This design comes from an exercise in tuning for small area on the open sky130 flow, not from production work. The RTL was checked by simulation tests, not by an equivalence proof against the original design. The flow treats the clock pin as an ideal source, which a real chip does not have. Power figures rest on the tool's default switching activity, not on a simulated workload.

==> run a: inputs <==
==> flow/design.v (excerpt) <==
module buck_v1_0 #(
  parameter model_data_width = 25,
  parameter model_decimal_width = 16
)(
  input aclk,
  input resetn,
  input clock_enable,
  input pwm,
  input signed [model_data_width-1:0] input_voltage,
  input signed [model_data_width-1:0] period_inductor,
  input signed [model_data_width-1:0] period_capacitor,
  input signed [model_data_width-1:0] inverse_resistor,
  output reg signed [model_data_width-1:0] inductor_current,
  output reg signed [model_data_width-1:0] capacitor_current,
  output reg signed [model_data_width-1:0] output_current,
  output reg signed [model_data_width-1:0] output_voltage
);
  reg  [2:0] ph;    
  reg  [5:0] it;    
  reg        p;     
  reg        c1;    
  reg        c2;    
  wire idle = ph[2] & (ph[1] | ph[0]);
  wire run  = ~idle;
  wire ph0 = (ph == 3'd0);
  wire ph1 = (ph == 3'd1);
  wire ph2 = (ph == 3'd2);
  wire ph3 = (ph == 3'd3);
  wire ph4 = (ph == 3'd4);
  wire it_last = it[5] & it[3];               
  wire it_hi   = it[5] | it[4];               
  wire it_lo   = ~it[5] & ~(it[4] & it[3]);   
  always @(posedge aclk)
    if (!resetn)
      ph <= 3'd7;
    else if (clock_enable) begin
      ph <= 3'd0;
      it <= 6'd0;
      p <= pwm;
    end else if (run) begin
      if (it_last) begin
        ph <= ph + 3'd1;
        it <= ph3 ? 6'd16 : 6'd0;
      end else
        it <= it + 6'd1;
    end
  wire [4:0] vidx = it_lo ? it[4:0] : 5'd24;
  wire a2 = p & input_voltage[vidx];
  wire b2 = ~output_voltage[0];
  wire dv = a2 ^ b2 ^ c2;
  always @(posedge aclk)
    if (!ph1)
      c2 <= 1'b1;
  ...
==> module buck_v1_0, before the edit <==
module buck_v1_0 #(
  parameter model_data_width = 25,
  parameter model_decimal_width = 16
)(
  input aclk,
  input resetn,
  input clock_enable,
  input pwm,
  input signed [model_data_width-1:0] input_voltage,
  input signed [model_data_width-1:0] period_inductor,
  input signed [model_data_width-1:0] period_capacitor,
  input signed [model_data_width-1:0] inverse_resistor,
  output reg signed [model_data_width-1:0] inductor_current,
  output reg signed [model_data_width-1:0] capacitor_current,
  output reg signed [model_data_width-1:0] output_current,
  output reg signed [model_data_width-1:0] output_voltage
);
  reg  [2:0] ph;    
  reg  [5:0] it;    
  reg        p;     
  reg        c1;    
  reg        c2;    
  wire idle = ph[2] & (ph[1] | ph[0]);
  wire run  = ~idle;
  wire ph0 = (ph == 3'd0);
  wire ph1 = (ph == 3'd1);
  wire ph2 = (ph == 3'd2);
  wire ph3 = (ph == 3'd3);
  wire ph4 = (ph == 3'd4);
  wire it_last = it[5] & it[3];               
  wire it_hi   = it[5] | it[4];               
  wire it_lo   = ~it[5] & ~(it[4] & it[3]);   
  always @(posedge aclk)
    if (!resetn)
      ph <= 3'd7;
    else if (clock_enable) begin
      ph <= 3'd0;
      it <= 6'd0;
      p <= pwm;
    end else if (run) begin
      if (it_last) begin
        ph <= ph + 3'd1;
        it <= ph3 ? 6'd16 : 6'd0;
      end else
        it <= it + 6'd1;
    end
  wire [4:0] vidx = it_lo ? it[4:0] : 5'd24;
  wire a2 = p & input_voltage[vidx];
  wire b2 = ~output_voltage[0];
  wire dv = a2 ^ b2 ^ c2;
  always @(posedge aclk)
    if (!ph1)
      c2 <= 1'b1;
    else if (it_lo)
      c2 <= (a2 & b2) | (a2 & c2) | (b2 & c2);
  wire x  = ph1 ? dv : ph2 ? output_current[0] : output_voltage[0];
  wire gx = x & (ph0 | ph3);
  wire lx = x & ph1;
  wire cx = x & ph2;
  wire [24:0] ppn = ~((inverse_resistor & {25{gx}}) |
                      (period_inductor  & {25{lx}}) |
                      (period_capacitor & {25{cx}}));
  wire [24:0] q = capacitor_current;
  wire [24:0] s;
  wire [25:0] cy;
  assign cy[0] = 1'b1;
  genvar k;
  generate
    for (k = 0; k < 25; k = k + 1) begin : g_add
      assign s[k] = q[k] ^ ppn[k] ^ cy[k];
      assign cy[k+1] = (q[k] & ppn[k]) | (q[k] & cy[k]) | (ppn[k] & cy[k]);
    end
  endgenerate
  wire s25 = q[24] ^ ppn[24] ^ cy[25];
  wire ob = s[0];    
  wire sub = ~ph0;
  wire a1 = ph2 ? output_voltage[0] : ph3 ? 1'b0 : inductor_current[0];
  wire b1 = (ph4 ? output_current[0] : ob) ^ sub;
  wire sum1 = a1 ^ b1 ^ c1;
  always @(posedge aclk)
    if (clock_enable)
      c1 <= 1'b0;
    else if (it_last)
      c1 <= 1'b1;
    else if (it_hi)
      c1 <= (a1 & b1) | (a1 & c1) | (b1 & c1);
    else
      c1 <= ((c1 ^ sub) | ob) ^ sub;
  wire acc_clr = clock_enable | (run & it_last & ~ph[2] & ~(ph[1] & ph[0]));
  wire ic_hold = resetn & ~clock_enable & idle;
  wire ic_load = resetn & ~acc_clr & run;
  wire [24:0] ic_next = {(ph4 ? sum1 : s25), s[24:1]};
  always @(posedge aclk)
    capacitor_current <= ({25{ic_hold}} & capacitor_current) |
                         ({25{ic_load}} & ic_next);
  wire il_en = run & it_hi & (ph0 | ph1 | ph4);
  wire il_in = ph1 ? sum1 : inductor_current[0];
  always @(posedge aclk)
    inductor_current <= ({25{resetn & ~il_en}} & inductor_current) |
                        ({25{resetn & il_en}} & {il_in, inductor_current[24:1]});
  wire vo_en = run & (ph2 ? it_hi : (~ph[2] & (it_lo | it_last)));
  wire vo_in = ph2 ? sum1 : output_voltage[0];
  always @(posedge aclk)
    output_voltage <= ({25{resetn & ~vo_en}} & output_voltage) |
                      ({25{resetn & vo_en}} & {vo_in, output_voltage[24:1]});
  wire io_en = run & (ph2 | (it_hi & ~ph1));
  wire io_in = (ph0 | ph3) ? sum1 : ph2 ? output_current[24] : output_current[0];
  always @(posedge aclk)
    output_current <= ({25{resetn & ~io_en}} & output_current) |
                      ({25{resetn & io_en}} & {io_in, output_current[24:1]});
endmodule
==> flow/config.mk <==
export PLATFORM = sky130hd
export DESIGN_NAME = buck_v1_0
export DESIGN_NICKNAME = buck_v1_0
export VERILOG_FILES = /design/flow/design.v
export SDC_FILE = /design/flow/constraint.sdc
export NUM_CORES = 4
export LEC_CHECK = 0
export ABC_AREA = 1
export CAP_MARGIN = 20
export CORE_MARGIN = 2
export CORE_UTILIZATION = 65
export SLEW_MARGIN = 20
==> flow/constraint.sdc <==
create_clock -name core_clock -period 28.0 [get_ports {aclk}]
set_input_delay 5.6000 -clock core_clock [delete_from_list [all_inputs] [get_ports {aclk}]]
set_output_delay 5.6000 -clock core_clock [all_outputs]
set_load 0.01 [all_outputs]
standard.sh (not shown) runs the stock make flow with config.mk's settings and CLKGATE_MAP_FILE= SYNTH_SCRIPT=/design/flow/synth_recipe.tcl, a recipe that flattens the netlist after the stock synthesis.
==> flow/flow/run.sh <==
#!/bin/bash
# Layout flow: the standard ORFS flow (standard.sh) with changes that only
# affect which cells implement the logic, not the design or its constraints:
#  1. synthesis maps the combinational logic with an area-oriented ABC script
#     (flow/abc_area.script); flip-flops come from the standard steps;
#  2. after synthesis, chains of full adders fed through inverters are
#     flipped to the other polarity (flow/fixfa.py) and the combinational
#     logic around them is re-mapped with ABC (flow/remap.ys); registers,
#     their names and cell types are untouched;
#  3. ports are buffered with the smallest buffer (buf_1);
#  4. CTS uses clkbuf_8 without dummy loads; clock buffers whose sinks see a
#     slow edge are then upsized (flow/post_cts.tcl).
# Each tool's output goes to a log_*.txt file in the work folder.
set -euo pipefail
W=$PWD
R=$W/orfs/results/sky130hd/buck_v1_0/base
YOSYS=$FLOW_HOME/../tools/install/yosys/bin/yosys
rm -rf "$W/scripts_area"
cp -r "$FLOW_HOME/scripts" "$W/scripts_area"
cp "$W/flow/abc_area.script" "$W/scripts_area/abc_area.script"
bash standard.sh SCRIPTS_DIR="$W/scripts_area" "$R/1_2_yosys.v" > "$W/log_synth.txt" 2>&1
cp "$R/1_2_yosys.v" "$W/synth_standard_abc.v"
python3 "$W/flow/fixfa.py" "$R/1_2_yosys.v" "$W/remap_in.v" > "$W/log_fixfa.txt" 2>&1
cp "$W/flow/abc_area.script" "$W/abc_area.script"
"$YOSYS" -s "$W/flow/remap.ys" > "$W/log_remap.txt" 2>&1
cp "$W/remap_out.v" "$R/1_2_yosys.v"
bash standard.sh synth > "$W/log_synth_odb.txt" 2>&1
export BUFFER_PORTS_ARGS="-buffer_cell sky130_fd_sc_hd__buf_1"
export CTS_ARGS="-sink_clustering_enable -repair_clock_nets -dont_use_dummy_load -buf_list {sky130_fd_sc_hd__clkbuf_8}"
export POST_CTS_TCL="$W/flow/post_cts.tcl"
bash standard.sh finish > "$W/log_finish.txt" 2>&1
==> flow/flow/post_cts.tcl <==
# After CTS: a clock buffer whose sinks see a slow clock edge is upsized to
# clkbuf_16 (the tree is built with clkbuf_8), then placement is legalized.
set_propagated_clock [all_clocks]
proc my_clk_fix {} {
  estimate_parasitics -placement
  set changed 0
  foreach inst [[ord::get_db_block] getInsts] {
    if {![string match "clkbuf_*" [$inst getName]]} { continue }
    if {[[$inst getMaster] getName] eq "sky130_fd_sc_hd__clkbuf_16"} { continue }
    set onet [[$inst findITerm X] getNet]
    set w 0
    foreach it [$onet getITerms] {
      if {[$it isOutputSignal]} { continue }
      set p [get_pins "[[$it getInst] getName]/[[$it getMTerm] getName]"]
      foreach a {slew_max_rise slew_max_fall} {
        set w [expr {max($w, [sta::time_ui_sta [get_property $p $a]] * 1e12)}]
      }
    }
    puts "clock buffer [$inst getName] [[$inst getMaster] getName]: sink slew $w ps"
    if {$w > 90} {
      replace_cell [get_cells [$inst getName]] sky130_fd_sc_hd__clkbuf_16
      incr changed
    }
  }
  return $changed
}
for {set i 0} {$i < 3} {incr i} {
  if {[my_clk_fix] == 0} { break }
}
detailed_placement
check_placement -verbose
estimate_parasitics -placement
==> flow/flow/remap.ys <==
# Re-map the combinational logic of the synthesized netlist with ABC.
# Flip-flops, full/half adders and tie cells stay as they are (black boxes);
# every other cell is replaced by its function and mapped again.
read_liberty -ignore_miss_func /OpenROAD-flow-scripts/flow/platforms/sky130hd/lib/sky130_fd_sc_hd__tt_025C_1v80.lib
blackbox sky130_fd_sc_hd__dfxtp_* sky130_fd_sc_hd__edfxtp_* sky130_fd_sc_hd__fa_* sky130_fd_sc_hd__ha_* sky130_fd_sc_hd__conb_1
read_verilog remap_in.v
hierarchy -top buck_v1_0
flatten
rename -hide w:*.*
opt_clean -purge
abc -script abc_area.script -liberty /OpenROAD-flow-scripts/flow/platforms/sky130hd/lib/sky130_fd_sc_hd__tt_025C_1v80.lib -dont_use sky130_fd_sc_hd__lpflow_bleeder_1 -dont_use sky130_fd_sc_hd__lpflow_clkbufkapwr_1 -dont_use sky130_fd_sc_hd__lpflow_clkbufkapwr_16 -dont_use sky130_fd_sc_hd__lpflow_clkbufkapwr_2 -dont_use sky130_fd_sc_hd__lpflow_clkbufkapwr_4 -dont_use sky130_fd_sc_hd__lpflow_clkbufkapwr_8 -dont_use sky130_fd_sc_hd__lpflow_clkinvkapwr_1 -dont_use sky130_fd_sc_hd__lpflow_clkinvkapwr_16 -dont_use sky130_fd_sc_hd__lpflow_clkinvkapwr_2 -dont_use sky130_fd_sc_hd__lpflow_clkinvkapwr_4 -dont_use sky130_fd_sc_hd__lpflow_clkinvkapwr_8 -dont_use sky130_fd_sc_hd__lpflow_decapkapwr_12 -dont_use sky130_fd_sc_hd__lpflow_decapkapwr_3 -dont_use sky130_fd_sc_hd__lpflow_decapkapwr_4 -dont_use sky130_fd_sc_hd__lpflow_decapkapwr_6 -dont_use sky130_fd_sc_hd__lpflow_decapkapwr_8 -dont_use sky130_fd_sc_hd__lpflow_inputiso0n_1 -dont_use sky130_fd_sc_hd__lpflow_inputiso0p_1 -dont_use sky130_fd_sc_hd__lpflow_inputiso1n_1 -dont_use sky130_fd_sc_hd__lpflow_inputiso1p_1 -dont_use sky130_fd_sc_hd__lpflow_inputisolatch_1 -dont_use sky130_fd_sc_hd__lpflow_isobufsrc_1 -dont_use sky130_fd_sc_hd__lpflow_isobufsrc_16 -dont_use sky130_fd_sc_hd__lpflow_isobufsrc_2 -dont_use sky130_fd_sc_hd__lpflow_isobufsrc_4 -dont_use sky130_fd_sc_hd__lpflow_isobufsrc_8 -dont_use sky130_fd_sc_hd__lpflow_isobufsrckapwr_16 -dont_use sky130_fd_sc_hd__lpflow_lsbuf_lh_hl_isowell_tap_1 -dont_use sky130_fd_sc_hd__lpflow_lsbuf_lh_hl_isowell_tap_2 -dont_use sky130_fd_sc_hd__lpflow_lsbuf_lh_hl_isowell_tap_4 -dont_use sky130_fd_sc_hd__lpflow_lsbuf_lh_isowell_4 -dont_use sky130_fd_sc_hd__lpflow_lsbuf_lh_isowell_tap_1 -dont_use sky130_fd_sc_hd__lpflow_lsbuf_lh_isowell_tap_2 -dont_use sky130_fd_sc_hd__lpflow_lsbuf_lh_isowell_tap_4 -dont_use sky130_fd_sc_hd__probe_p_8 -dont_use sky130_fd_sc_hd__probec_p_8 -D 28000
opt_clean -purge
hilomap -singleton -hicell sky130_fd_sc_hd__conb_1 HI -locell sky130_fd_sc_hd__conb_1 LO
insbuf -buf sky130_fd_sc_hd__buf_4 A X
opt_clean -purge
check
stat -liberty /OpenROAD-flow-scripts/flow/platforms/sky130hd/lib/sky130_fd_sc_hd__tt_025C_1v80.lib
write_verilog -noattr -nohex -nodec remap_out.v
Other scripts of this flow, unchanged in this note and not shown: flow/flow/abc_area.script, flow/flow/fixfa.py
==> run b (differences from run a) <==
--- a/flow/design.v
+++ b/flow/design.v
@@ -36,15 +36,16 @@
     else if (clock_enable) begin
       ph <= 3'd0;
+      p <= pwm;
+    end else if (run & it_last)
+      ph <= ph + 3'd1;
+  always @(posedge aclk)
+    if (clock_enable)
       it <= 6'd0;
-      p <= pwm;
-    end else if (run) begin
-      if (it_last) begin
-        ph <= ph + 3'd1;
-        it <= ph3 ? 6'd16 : 6'd0;
-      end else
-        it <= it + 6'd1;
-    end
-  wire [4:0] vidx = it_lo ? it[4:0] : 5'd24;
-  wire a2 = p & input_voltage[vidx];
+    else if (it_last)
+      it <= ph3 ? 6'd16 : 6'd0;
+    else
+      it <= it + 6'd1;
+  wire [31:0] vin_ext = {{7{input_voltage[24]}}, input_voltage};
+  wire a2 = p & (it[5] ? input_voltage[24] : vin_ext[it[4:0]]);
   wire b2 = ~output_voltage[0];
   wire dv = a2 ^ b2 ^ c2;
--- a/flow/flow/run.sh
+++ b/flow/flow/run.sh
@@ -9,6 +9,6 @@
 #     their names and cell types are untouched;
 #  3. ports are buffered with the smallest buffer (buf_1);
-#  4. CTS uses clkbuf_8 without dummy loads; clock buffers whose sinks see a
-#     slow edge are then upsized (flow/post_cts.tcl).
+#  4. CTS uses clkbuf_8 without dummy loads; each clock buffer is then sized
+#     to the smallest clkbuf that keeps the clock edge fast (flow/post_cts.tcl).
 # Each tool's output goes to a log_*.txt file in the work folder.
 set -euo pipefail
==> flow/flow/post_cts.tcl (replaced) <==
# After CTS: size each clock buffer to the smallest clkbuf that keeps the
# clock edge at its sinks fast (placement-based estimate), then legalize.
set_propagated_clock [all_clocks]
set my_clk_sizes {sky130_fd_sc_hd__clkbuf_2 sky130_fd_sc_hd__clkbuf_4 sky130_fd_sc_hd__clkbuf_8 sky130_fd_sc_hd__clkbuf_16}
set my_clk_limit_ps 95
proc my_clk_bufs {} {
  set r {}
  foreach inst [[ord::get_db_block] getInsts] {
    if {[string match "clkbuf_*" [$inst getName]]} { lappend r $inst }
  }
  return $r
}
proc my_sink_slew {inst} {
  set w 0
  foreach it [[[$inst findITerm X] getNet] getITerms] {
    if {[$it isOutputSignal]} { continue }
    set p [get_pins "[[$it getInst] getName]/[[$it getMTerm] getName]"]
    foreach a {slew_max_rise slew_max_fall slew_min_rise slew_min_fall} {
      set w [expr {max($w, [sta::time_ui_sta [get_property $p $a]] * 1e12)}]
    }
  }
  return $w
}
foreach inst [my_clk_bufs] {
  replace_cell [get_cells [$inst getName]] [lindex $my_clk_sizes 0]
}
for {set i 0} {$i < 12} {incr i} {
  estimate_parasitics -placement
  set changed 0
  foreach inst [my_clk_bufs] {
    set m [[$inst getMaster] getName]
    set k [lsearch $my_clk_sizes $m]
    set w [my_sink_slew $inst]
    puts "clock buffer [$inst getName] $m: sink slew $w ps"
    if {$w > $my_clk_limit_ps && $k >= 0 && $k < [llength $my_clk_sizes] - 1} {
      replace_cell [get_cells [$inst getName]] [lindex $my_clk_sizes [expr {$k + 1}]]
      incr changed
    }
  }
  if {$changed == 0} { break }
}
detailed_placement
check_placement -verbose
estimate_parasitics -placement
--- a/flow/flow/remap.ys
+++ b/flow/flow/remap.ys
@@ -3,5 +3,5 @@
 # every other cell is replaced by its function and mapped again.
 read_liberty -ignore_miss_func /OpenROAD-flow-scripts/flow/platforms/sky130hd/lib/sky130_fd_sc_hd__tt_025C_1v80.lib
-blackbox sky130_fd_sc_hd__dfxtp_* sky130_fd_sc_hd__edfxtp_* sky130_fd_sc_hd__fa_* sky130_fd_sc_hd__ha_* sky130_fd_sc_hd__conb_1
+blackbox sky130_fd_sc_hd__dfxtp_* sky130_fd_sc_hd__edfxtp_* sky130_fd_sc_hd__fa_* sky130_fd_sc_hd__conb_1
 read_verilog remap_in.v
 hierarchy -top buck_v1_0
--- a/flow/config.mk
+++ b/flow/config.mk
@@ -9,4 +9,5 @@
 export CAP_MARGIN = 20
 export CORE_MARGIN = 2
-export CORE_UTILIZATION = 65
+export CORE_UTILIZATION = 75
+export PLACE_DENSITY = 0.85
 export SLEW_MARGIN = 20
==> run c (differences from run a) <==
--- a/flow/design.v
+++ b/flow/design.v
@@ -36,15 +36,16 @@
     else if (clock_enable) begin
       ph <= 3'd0;
+      p <= pwm;
+    end else if (run & it_last)
+      ph <= ph + 3'd1;
+  always @(posedge aclk)
+    if (clock_enable)
       it <= 6'd0;
-      p <= pwm;
-    end else if (run) begin
-      if (it_last) begin
-        ph <= ph + 3'd1;
-        it <= ph3 ? 6'd16 : 6'd0;
-      end else
-        it <= it + 6'd1;
-    end
-  wire [4:0] vidx = it_lo ? it[4:0] : 5'd24;
-  wire a2 = p & input_voltage[vidx];
+    else if (it_last)
+      it <= ph3 ? 6'd16 : 6'd0;
+    else
+      it <= it + 6'd1;
+  wire [31:0] vin_ext = {{7{input_voltage[24]}}, input_voltage};
+  wire a2 = p & (it[5] ? input_voltage[24] : vin_ext[it[4:0]]);
   wire b2 = ~output_voltage[0];
   wire dv = a2 ^ b2 ^ c2;
--- a/flow/flow/run.sh
+++ b/flow/flow/run.sh
@@ -9,6 +9,6 @@
 #     their names and cell types are untouched;
 #  3. ports are buffered with the smallest buffer (buf_1);
-#  4. CTS uses clkbuf_8 without dummy loads; clock buffers whose sinks see a
-#     slow edge are then upsized (flow/post_cts.tcl).
+#  4. CTS uses clkbuf_8 without dummy loads; each clock buffer is then sized
+#     to the smallest clkbuf that keeps the clock edge fast (flow/post_cts.tcl).
 # Each tool's output goes to a log_*.txt file in the work folder.
 set -euo pipefail
==> flow/flow/post_cts.tcl (replaced) <==
# After CTS: size each clock buffer to the smallest clkbuf that keeps the
# clock edge at its sinks fast (placement-based estimate), then legalize.
set_propagated_clock [all_clocks]
set my_clk_sizes {sky130_fd_sc_hd__clkbuf_2 sky130_fd_sc_hd__clkbuf_4 sky130_fd_sc_hd__clkbuf_8 sky130_fd_sc_hd__clkbuf_16}
set my_clk_limit_ps 95
proc my_clk_bufs {} {
  set r {}
  foreach inst [[ord::get_db_block] getInsts] {
    if {[string match "clkbuf_*" [$inst getName]]} { lappend r $inst }
  }
  return $r
}
proc my_sink_slew {inst} {
  set w 0
  foreach it [[[$inst findITerm X] getNet] getITerms] {
    if {[$it isOutputSignal]} { continue }
    set p [get_pins "[[$it getInst] getName]/[[$it getMTerm] getName]"]
    foreach a {slew_max_rise slew_max_fall slew_min_rise slew_min_fall} {
      set w [expr {max($w, [sta::time_ui_sta [get_property $p $a]] * 1e12)}]
    }
  }
  return $w
}
foreach inst [my_clk_bufs] {
  replace_cell [get_cells [$inst getName]] [lindex $my_clk_sizes 0]
}
for {set i 0} {$i < 12} {incr i} {
  estimate_parasitics -placement
  set changed 0
  foreach inst [my_clk_bufs] {
    set m [[$inst getMaster] getName]
    set k [lsearch $my_clk_sizes $m]
    set w [my_sink_slew $inst]
    puts "clock buffer [$inst getName] $m: sink slew $w ps"
    if {$w > $my_clk_limit_ps && $k >= 0 && $k < [llength $my_clk_sizes] - 1} {
      replace_cell [get_cells [$inst getName]] [lindex $my_clk_sizes [expr {$k + 1}]]
      incr changed
    }
  }
  if {$changed == 0} { break }
}
detailed_placement
check_placement -verbose
estimate_parasitics -placement
--- a/flow/flow/remap.ys
+++ b/flow/flow/remap.ys
@@ -3,5 +3,5 @@
 # every other cell is replaced by its function and mapped again.
 read_liberty -ignore_miss_func /OpenROAD-flow-scripts/flow/platforms/sky130hd/lib/sky130_fd_sc_hd__tt_025C_1v80.lib
-blackbox sky130_fd_sc_hd__dfxtp_* sky130_fd_sc_hd__edfxtp_* sky130_fd_sc_hd__fa_* sky130_fd_sc_hd__ha_* sky130_fd_sc_hd__conb_1
+blackbox sky130_fd_sc_hd__dfxtp_* sky130_fd_sc_hd__edfxtp_* sky130_fd_sc_hd__fa_* sky130_fd_sc_hd__conb_1
 read_verilog remap_in.v
 hierarchy -top buck_v1_0
==> results list <==
- Stop err: [ERROR GRT-0116] Global routing finished with congestion. Check the congestion regions in the DRC Viewer.
- The first global-routing pass estimated about 34000 µm of wire.
* Die height: a little over 80 µm
* Result of the run: aborted with a tool error
- After synthesis, the mean cell area works out to 11.80 µm².
- Pin count of the biggest net entering global routing: 28
- Synth Instances: approximately 390
- At the end of routability-driven placement, the weighted congestion stood at between 0.8 and 0.9.
* Halt Stage: 5_1_grt
-- figures above: run b

==> results list <==
- The run finished with no timing, DRC or antenna violations.
- In this run the vertical extent of the chip is 87.93 µm.
- Arrival time of data at the critical path endpoint: between 15000 and 20000 ps
* Part of the total power dissipated in combinational logic: 0.133
* Pin count of the biggest net entering global routing: 28
- Net switching power of the design: just over 70 µW
- In the final layout, flip-flops and latches occupy 0.002252 mm².
-- figures above: run c

==> results list <==
- The flow ran to the end and the layout has no timing, DRC or antenna violations.
* Pin count of the biggest net entering global routing: 27
- Of the available clock period, the critical path in the final layout requires 0.6624.
- A synthesized cell averages around 12 µm².
* DRC marker count from the first detailed-route iteration: 290
- At the end of routability-driven placement, the weighted congestion stood at approximately 0.9.
- By area, multi-input gates come first.
* Die height: a little under 90 µm
* First-pass GRT wire length: 17880 µm
- After technology mapping, the gate count stands at between 400 and 500.
-- figures above: run a

static timing again, ports no longer ideal:
Ports are ideal in the flow. The routed layouts listed here were re-timed in OpenROAD.
Step 1 assumes that a clkbuf_16 drives the clock port and a buf_2 every other input.
Step 2 adds t to the input delays and takes it off the output delays; t is the mean of the earliest and latest rising clock arrival at the registers after step 1. Input paths then give back, and output paths get back, about the clock's delay inside the block.
Slacks: ideal ports / drivers / drivers and shift; pairs: ideal ports / drivers.
run	t (ns)	setup WS [ns]	worst slew at a driven data input, ns
run a	0.356	9.454 / 9.475 / 9.119	0.05
run c	0.359	9.236 / 9.249 / 8.890	0.05
After both steps setup and hold are still met in every run listed. The setup slack of run c, which loses most, moves by +0.013 ns with the drivers and by -0.346 ns with both steps.
